Background: an optimization exercise with open tools, aiming at a short achievable clock period and few clock cycles. Do not read the settings as production practice. Function was checked by simulation only, so behaviour that the tests miss may differ from the original. No driver is modelled on the clock port, so clocking that relies on it looks cheaper here than on a real chip. Power is estimated from default activity; no workload was simulated.

## build 93
Design RISCV_TOP, start of the top module:
module RISCV_TOP (
	input wire CLK,
	input wire RSTn,
	output wire I_MEM_CSN,
	input wire [31:0] I_MEM_DI, 
	output reg [11:0] I_MEM_ADDR, 
	output wire D_MEM_CSN,
	input wire [31:0] D_MEM_DI,
	output wire [31:0] D_MEM_DOUT,
	output wire [11:0] D_MEM_ADDR, 
	output wire D_MEM_WEN,
	output wire [3:0] D_MEM_BE,
	output wire RF_WE,
	output wire [4:0] RF_RA1,
	output wire [4:0] RF_RA2,
	output wire [4:0] RF_WA1,
	input wire [31:0] RF_RD1,
	input wire [31:0] RF_RD2,
	output wire [31:0] RF_WD,
	output wire HALT,                    
	output reg [31:0] NUM_INST,          
	output wire [31:0] OUTPUT_PORT       
	);
Settings: LEC_CHECK=0, CAP_MARGIN=20, CORE_MARGIN=2, CORE_UTILIZATION=65, SLEW_MARGIN=20; clock period 10.0 ns.
standard.sh (not shown) runs the stock make flow with config.mk's settings and CLKGATE_MAP_FILE= SYNTH_SCRIPT=/design/flow/synth_recipe.tcl, a recipe that flattens the netlist after the stock synthesis.
==> flow/flow/run.sh <==
#!/bin/bash
set -o pipefail
export BUFFER_PORTS_ARGS="-buffer_cell sky130_fd_sc_hd__buf_4"
export MATCH_CELL_FOOTPRINT=0
bash standard.sh SETUP_SLACK_MARGIN=7.0 TNS_END_PERCENT=100 MATCH_CELL_FOOTPRINT=0 \
	"BUFFER_PORTS_ARGS=-buffer_cell sky130_fd_sc_hd__buf_4" finish > standard_flow.log 2>&1
Build 93: it failed with a tool error in global routing, so there are no final results.
Testbench counts of build 93, summed over its fixed seeds: cycles 46,499.
Inputs modified between build 93 and build 89:
- changing CORE_UTILIZATION from 65 to 55
==> flow/flow/run.sh <==
#!/bin/bash
set -o pipefail
export BUFFER_PORTS_ARGS="-buffer_cell sky130_fd_sc_hd__buf_4"
export MATCH_CELL_FOOTPRINT=0
bash standard.sh SETUP_SLACK_MARGIN=6.4 TNS_END_PERCENT=100 MATCH_CELL_FOOTPRINT=0 \
	"BUFFER_PORTS_ARGS=-buffer_cell sky130_fd_sc_hd__buf_4" finish > standard_flow.log 2>&1
## What came out
Build 89: PASS, flow complete, no timing, DRC or antenna violations
Build 89 -> build 93: area after synthesis delta 0, exact match
Row initial core utilization: build 89 lower / build 93 higher
Comparing build 89 against build 93, there is no change at all in post-synthesis compound-gate area fraction.
The number of placement rows number comes out higher for build 89 vs build 93.
When build 89 is set beside build 93, its sum of net half-perimeters after detailed placement turns out to be 0.72% smaller.
The post-placement cell area was comparable across build 89 and build 93.
Input-level comparison between build 1 and build 89:
==> flow/flow/run.sh <==
#!/bin/bash
set -o pipefail
export BUFFER_PORTS_ARGS="-buffer_cell sky130_fd_sc_hd__buf_4"
export MATCH_CELL_FOOTPRINT=0
bash standard.sh SETUP_SLACK_MARGIN=7.0 TNS_END_PERCENT=100 MATCH_CELL_FOOTPRINT=0 \
	"BUFFER_PORTS_ARGS=-buffer_cell sky130_fd_sc_hd__buf_4" finish > standard_flow.log 2>&1
Results
- Area: build 1 vs build 89 -> build 1 larger
- Of the two values seen for highest metal layer with signal wires, met4 was produced by build 89 and met5 by build 1.
- Changes observed in build 1 relative to build 89: initial antenna violation count up 3, portion of total power attributed to combinational logic up 3.8 points, via count up 1976, met2 demand-to-capacity share in global routing up 2.1 points.
- Per the comparison of build 1 with build 89, setup slack increased 100 ps, overall power increased 3.1%.
- Build 89 ended up with resM[30] as its destination of the critical timing path; build 1 ended up with zeroPre.
- Hold slack in build 1 is 26 ps lower than in build 89
- Sort build 1 and build 89 by post-route non-filler standard cell count asc -> top: build 89
- For build 1, the highest-delay cell along the critical path was sky130_fd_sc_hd__or3_1, unlike build 89, where it was sky130_fd_sc_hd__mux2_4.
- Build 1 -> build 89: power in sequential cells flat
#### Input delta (build 23 over build 1)
==> flow/flow/run.sh <==
#!/bin/bash
# The standard layout (the standard.sh: unchanged synthesis, floorplan, power grid,
# placement, CTS and routing) with these changes to how timing is repaired:
# - the port buffers are plain buffers (buf_4) instead of the delay cells buffer_ports
#   otherwise picks;
# - the resizer may swap a cell for one of another footprint, so it can resize them;
# - two more setup repairs: after placement (post_resize.tcl) and after CTS's own
#   repair (post_cts.tcl).
# Every tool's output goes to standard_flow.log in this folder.
set -o pipefail
here=$(pwd)
export BUFFER_PORTS_ARGS="-buffer_cell sky130_fd_sc_hd__buf_4"
export MATCH_CELL_FOOTPRINT=0
export POST_RESIZE_TCL=$here/flow/post_resize.tcl
export POST_CTS_TCL=$here/flow/post_cts.tcl
bash standard.sh SETUP_SLACK_MARGIN=7.5 TNS_END_PERCENT=100 MATCH_CELL_FOOTPRINT=0 \
	"BUFFER_PORTS_ARGS=-buffer_cell sky130_fd_sc_hd__buf_4" \
	POST_RESIZE_TCL=$here/flow/post_resize.tcl POST_CTS_TCL=$here/flow/post_cts.tcl \
	finish > standard_flow.log 2>&1
==> flow/flow/post_cts.tcl (new file) <==
# A second setup repair after CTS's own, then legalize again.
estimate_parasitics -placement
repair_timing -setup -setup_margin 7.5 -repair_tns 100 -verbose
detailed_placement
check_placement -verbose
==> flow/flow/post_resize.tcl (new file) <==
# An extra setup repair once the design is placed, before CTS.
estimate_parasitics -placement
repair_timing -setup -setup_margin 7.5 -repair_tns 100 -verbose
[summary]
Per the comparison of build 23 with build 1, starting density of the core ~0 delta; layout filler cell count -1175; maximum resistive drop on vdd +0.053 mV; first-iteration DRC count +1966; signed area change from the synthesized netlist to the final layout +15 points.
On cell area, the higher figure sits with build 23, not build 1.
For build 23, the worst setup path startpoint was I_MEM_DI[19], unlike build 1, where it was D_MEM_DI[12].
Sequential cell fraction of total power (lower): build 23
Against build 1, build 23 comes in 2.3 points higher on share of the cycle needed by the critical path after routing.
The multi-input combinational cell count of build 23 and that of build 1 are within noise of each other.
Global-route wire length before repair ended up about 15% higher on build 23 than on build 1.

## separate check: timing with driven ports
The results above use ideal ports. As a check the final layouts listed here were re-extracted and re-timed, cells and wires unchanged. Step 1: set_driving_cell puts a clkbuf_16 on CLK and a buf_2 on each other input, an assumption about the parent block. Step 2 also shifts input and output timing later by t, the mid clock arrival at the registers, as if the neighbouring blocks saw the same clock. Three values: ideal, step 1, step 2; two values: the first two.
| run | shift t [ns] | slack for setup (ns) | worst data-port slew with drivers (ns) |
|---|---|---|---|
| build 89 | 0.680 | 6.380 / 6.329 / 5.732 | 0.08 |
| build 1 | 0.692 | 6.483 / 6.489 / 5.827 | 0.07 |
| build 23 | 0.719 | 6.248 / 6.285 / 5.566 | 0.09 |
After both steps setup and hold are still met in every run listed. For build 23, which loses most, drivers alone change the setup slack by +0.037 ns; drivers and shift together by -0.682 ns.
